Source: an optimization exercise on an open RTL-to-GDS flow (aim: small area). Production flows keep margins and buffers that such runs may drop.
At most, simulation tests tie the RTL to the original design; equivalence was not proved.

==> module uart_copro_top, before the edit <==
module uart_copro_top(
    input  clk,
    input  reset,
    input  rx,
    output tx,
    input  [1:0] mode
);
    localparam [1:0] IDLE = 2'd0, START = 2'd1, DATA = 2'd2, STOP = 2'd3;
    wire tick, bc1;
    baud_rate_generator BAUD (.clk(clk), .reset(reset), .tick(tick), .bc1(bc1));
    reg [5:0] ph;
    always @(posedge clk) ph <= ph + 6'd1;
    wire ph63 = &ph;
    reg [1:0] rs;
    reg [3:0] rt;
    reg [6:0] w;         
    reg       rxb;       
    wire rt15 = &rt;
    wire rsample    = (rs == DATA) & tick & rt15;
    wire data_ready = (rs == STOP) & tick & rt15;
    wire [5:0] welem = w[6:1] ^ 6'h3C;    
    wire rwr = ((rs == STOP) | ((rs == DATA) & ~&w[2:0])) & (ph == welem);
    always @(posedge clk) begin
        case (rs)
            IDLE:  if (~rx) begin rs <= START; rt <= 4'd0; end
            START: if (tick) begin
                       if (rt == 4'd7) begin rs <= DATA; rt <= 4'd0; end
                       else rt <= rt + 4'd1;
                   end
            DATA:  if (tick) begin
                       if (rt15) begin
                           rt <= 4'd0;
                           if (w[2:0] == 3'd6) rs <= STOP;
                       end else rt <= rt + 4'd1;
                   end
            STOP:  if (tick) begin
                       if (rt15) rs <= IDLE;
                       else rt <= rt + 4'd1;
                   end
        endcase
        if (rsample) rxb <= rx;
        if (reset) begin
            rs <= IDLE;
            w  <= 7'h7F;
        end else if (rsample) begin
            w  <= w + 7'd1;
        end
    end
    reg [1:0] sq;
    wire trig  = (sq == 2'd1) & bc1;
    wire cpend = (sq == 2'd3);
    wire act   = (sq == 2'd2);
    wire compl = data_ready & (&w);
    always @(posedge clk) begin
        sq[0] <= ~reset & ((~sq[1] & (sq[0] | compl)) | (sq[1] & sq[0] & ~ph63));
        sq[1] <= ~reset & ((sq[0] & (sq[1] | bc1)) | (sq[1] & ~sq[0] & ~ph63));
    end
    reg [63:0] A0, A1, B0, B1, C0, C1;
    reg [3:0]  X0, X1;
    reg cy, fv1, fv2;
    reg [1:0] mL;
    wire a0 = A0[0], a1 = A1[0];
    wire b0 = B0[0] & fv1, b1 = B1[0] & fv1;
    wire c0 = C0[0] & fv2, c1 = C1[0] & fv2;
    wire s0 = a0 ^ b0 ^ cy;
    wire k0 = (a0 & b0) | (cy & (a0 ^ b0));
    wire s1 = a1 ^ b1 ^ k0;
    wire k1 = (a1 & b1) | (k0 & (a1 ^ b1));
    wire r0 = mL[0] ? a0 : mL[1] ? c0 : s0;
    wire r1 = mL[0] ? a1 : mL[1] ? c1 : s1;
    wire slot0 = (ph[5:2] == 4'd0);
    wire wra = act & ~slot0;     
    wire wrx = act & slot0;      
    always @(posedge clk) begin
        A0 <= {(rwr & ~w[0]) ? rxb : A0[0], A0[63:61], wra ? r0 : A0[60], A0[59:1]};
        A1 <= {(rwr &  w[0]) ? rxb : A1[0], A1[63:61], wra ? r1 : A1[60], A1[59:1]};
        X0 <= {wrx ? r0 : X0[0], X0[3:1]};
        X1 <= {wrx ? r1 : X1[0], X1[3:1]};
        B0 <= {act ? A0[0] : B0[0], B0[63:1]};
        B1 <= {act ? A1[0] : B1[0], B1[63:1]};
        C0 <= {act ? B0[0] : C0[0], C0[63:1]};
        C1 <= {act ? B1[0] : C1[0], C1[63:1]};
        cy <= act & k1;
        if (trig) mL <= mode;
        if (reset) begin
            fv1 <= 1'b0;
            fv2 <= 1'b0;
        end else if (act & ph63) begin
            fv1 <= 1'b1;
            fv2 <= fv1;
        end
    end
    reg [4:0] pd;
    reg [1:0] ts;
    reg [3:0] tt;
    reg [2:0] nb;
    reg [3:0] D0, D1;    
    wire tt15 = &tt;
    wire tx_done  = (ts == STOP) & tick & tt15;
    wire tx_start = (ts == IDLE) & ~(pd[4] & ~pd[0]) & ~trig;
    wire fetch = (ts == START) & (pd[4] | (ph[5:2] == pd[3:0]));
    always @(posedge clk) begin
        if (reset) begin pd[4] <= 1'b1; pd[0] <= 1'b0; end
        else if (trig) pd <= 5'd14;
        else if (tx_done) pd <= pd - 5'd1;
        D0 <= {fetch ? (pd[4] ? X0[0] : A0[0]) : D0[0], D0[3:1]};
        D1 <= {fetch ? (pd[4] ? X1[0] : A1[0]) : D1[0], D1[3:1]};
        case (ts)
            IDLE:  if (tx_start) begin ts <= START; tt <= 4'd0; end
            START: if (tick) begin
                       if (tt15) begin ts <= DATA; tt <= 4'd0; nb <= 3'd0; end
                       else tt <= tt + 4'd1;
                   end
            DATA:  if (tick) begin
                       if (tt15) begin
                           tt <= 4'd0;
                           if (&nb) ts <= STOP; else nb <= nb + 3'd1;
                       end else tt <= tt + 4'd1;
                   end
            STOP:  if (tick) begin
                       if (tt15) ts <= IDLE;
                       else tt <= tt + 4'd1;
                   end
        endcase
        if (reset) ts <= IDLE;
    end
    wire [1:0] dst = nb[2:1] - ph[1:0];
    wire [3:0] dsel = nb[0] ? D1 : D0;
    assign tx = (ts == DATA) ? dsel[dst] : (ts != START);
endmodule
clock: 10.0 ns
lec_check: 0
cap_margin: 20
core_margin: 2
core_utilization: 65
cts_buf_list: sky130_fd_sc_hd__clkbuf_8
cts_cluster_diameter: 60
cts_cluster_size: 16
slew_margin: 20
run.sh (not shown) runs the stock make flow with config.mk's settings and CLKGATE_MAP_FILE= SYNTH_SCRIPT=/design/flow/synth_recipe.tcl, a recipe that flattens the netlist after the stock synthesis.
The baseline passed the timing, DRC and antenna checks.
Then changed:
--- a/flow/design.v
+++ b/flow/design.v
@@ -56,24 +56,19 @@
             rs <= IDLE;
             w  <= 7'h7F;
         end else if (rsample) begin
             w  <= w + 7'd1;
         end
     end
-    reg [1:0] sq;
-    wire trig  = (sq == 2'd1) & bc1;
-    wire cpend = (sq == 2'd3);
-    wire act   = (sq == 2'd2);
-    wire compl = data_ready & (&w);
-    always @(posedge clk) begin
-        sq[0] <= ~reset & ((~sq[1] & (sq[0] | compl)) | (sq[1] & sq[0] & ~ph63));
-        sq[1] <= ~reset & ((sq[0] & (sq[1] | bc1)) | (sq[1] & ~sq[0] & ~ph63));
-    end
+    reg cflag;
+    wire trig = cflag & bc1;
+    always @(posedge clk)
+        cflag <= ~reset & ((data_ready & (&w)) | (cflag & ~bc1));
     reg [63:0] A0, A1, B0, B1, C0, C1;
     reg [3:0]  X0, X1;
-    reg cy, fv1, fv2;
+    reg cpend, act, cy, fv1, fv2;
     reg [1:0] mL;
     wire a0 = A0[0], a1 = A1[0];
     wire b0 = B0[0] & fv1, b1 = B1[0] & fv1;
     wire c0 = C0[0] & fv2, c1 = C1[0] & fv2;
     wire s0 = a0 ^ b0 ^ cy;
     wire k0 = (a0 & b0) | (cy & (a0 ^ b0));
@@ -92,12 +87,14 @@
         B0 <= {act ? A0[0] : B0[0], B0[63:1]};
         B1 <= {act ? A1[0] : B1[0], B1[63:1]};
         C0 <= {act ? B0[0] : C0[0], C0[63:1]};
         C1 <= {act ? B1[0] : C1[0], C1[63:1]};
         cy <= act & k1;
         if (trig) mL <= mode;
+        cpend <= ~reset & (trig | (cpend & ~ph63));
+        act   <= ~reset & ((act & ~ph63) | (cpend & ph63));
         if (reset) begin
             fv1 <= 1'b0;
             fv2 <= 1'b0;
         end else if (act & ph63) begin
             fv1 <= 1'b1;
             fv2 <= fv1;
Result:
- core utilization rises by 1.5 points
- final area falls by about 0.4%
- register-to-register slack is worse by 0.06 ns
- synthesized cell count is about the same
- clock-buffer cell count is unchanged
The RTL of the first run of this note was laid out without a check of its function.

afterwards: timing with drivers on the ports:
The results above use ideal ports. As a check the final layouts listed here were re-extracted and re-timed, cells and wires unchanged.
Step 1: set_driving_cell puts a clkbuf_16 on clk and a buf_2 on each other input, an assumption about the parent block.
Step 2 times the ports against the registers' clock, not the clock port: input delays grow and output delays shrink by t, the midpoint of the rising clock arrivals with the driver on.
Slacks: no drivers / after step 1 / after step 2; pairs: no drivers / after step 1.
run	t (ns)	setup WS [ns]	hold WS [ns]	pins driven straight from the clock port
the first run	0.607	5.607 / 5.569 / 6.175	0.323 / 0.323 / 0.323	1
the second run	0.610	5.639 / 5.605 / 6.215	0.314 / 0.314 / 0.314	1
After both steps every run listed still meets setup and hold.
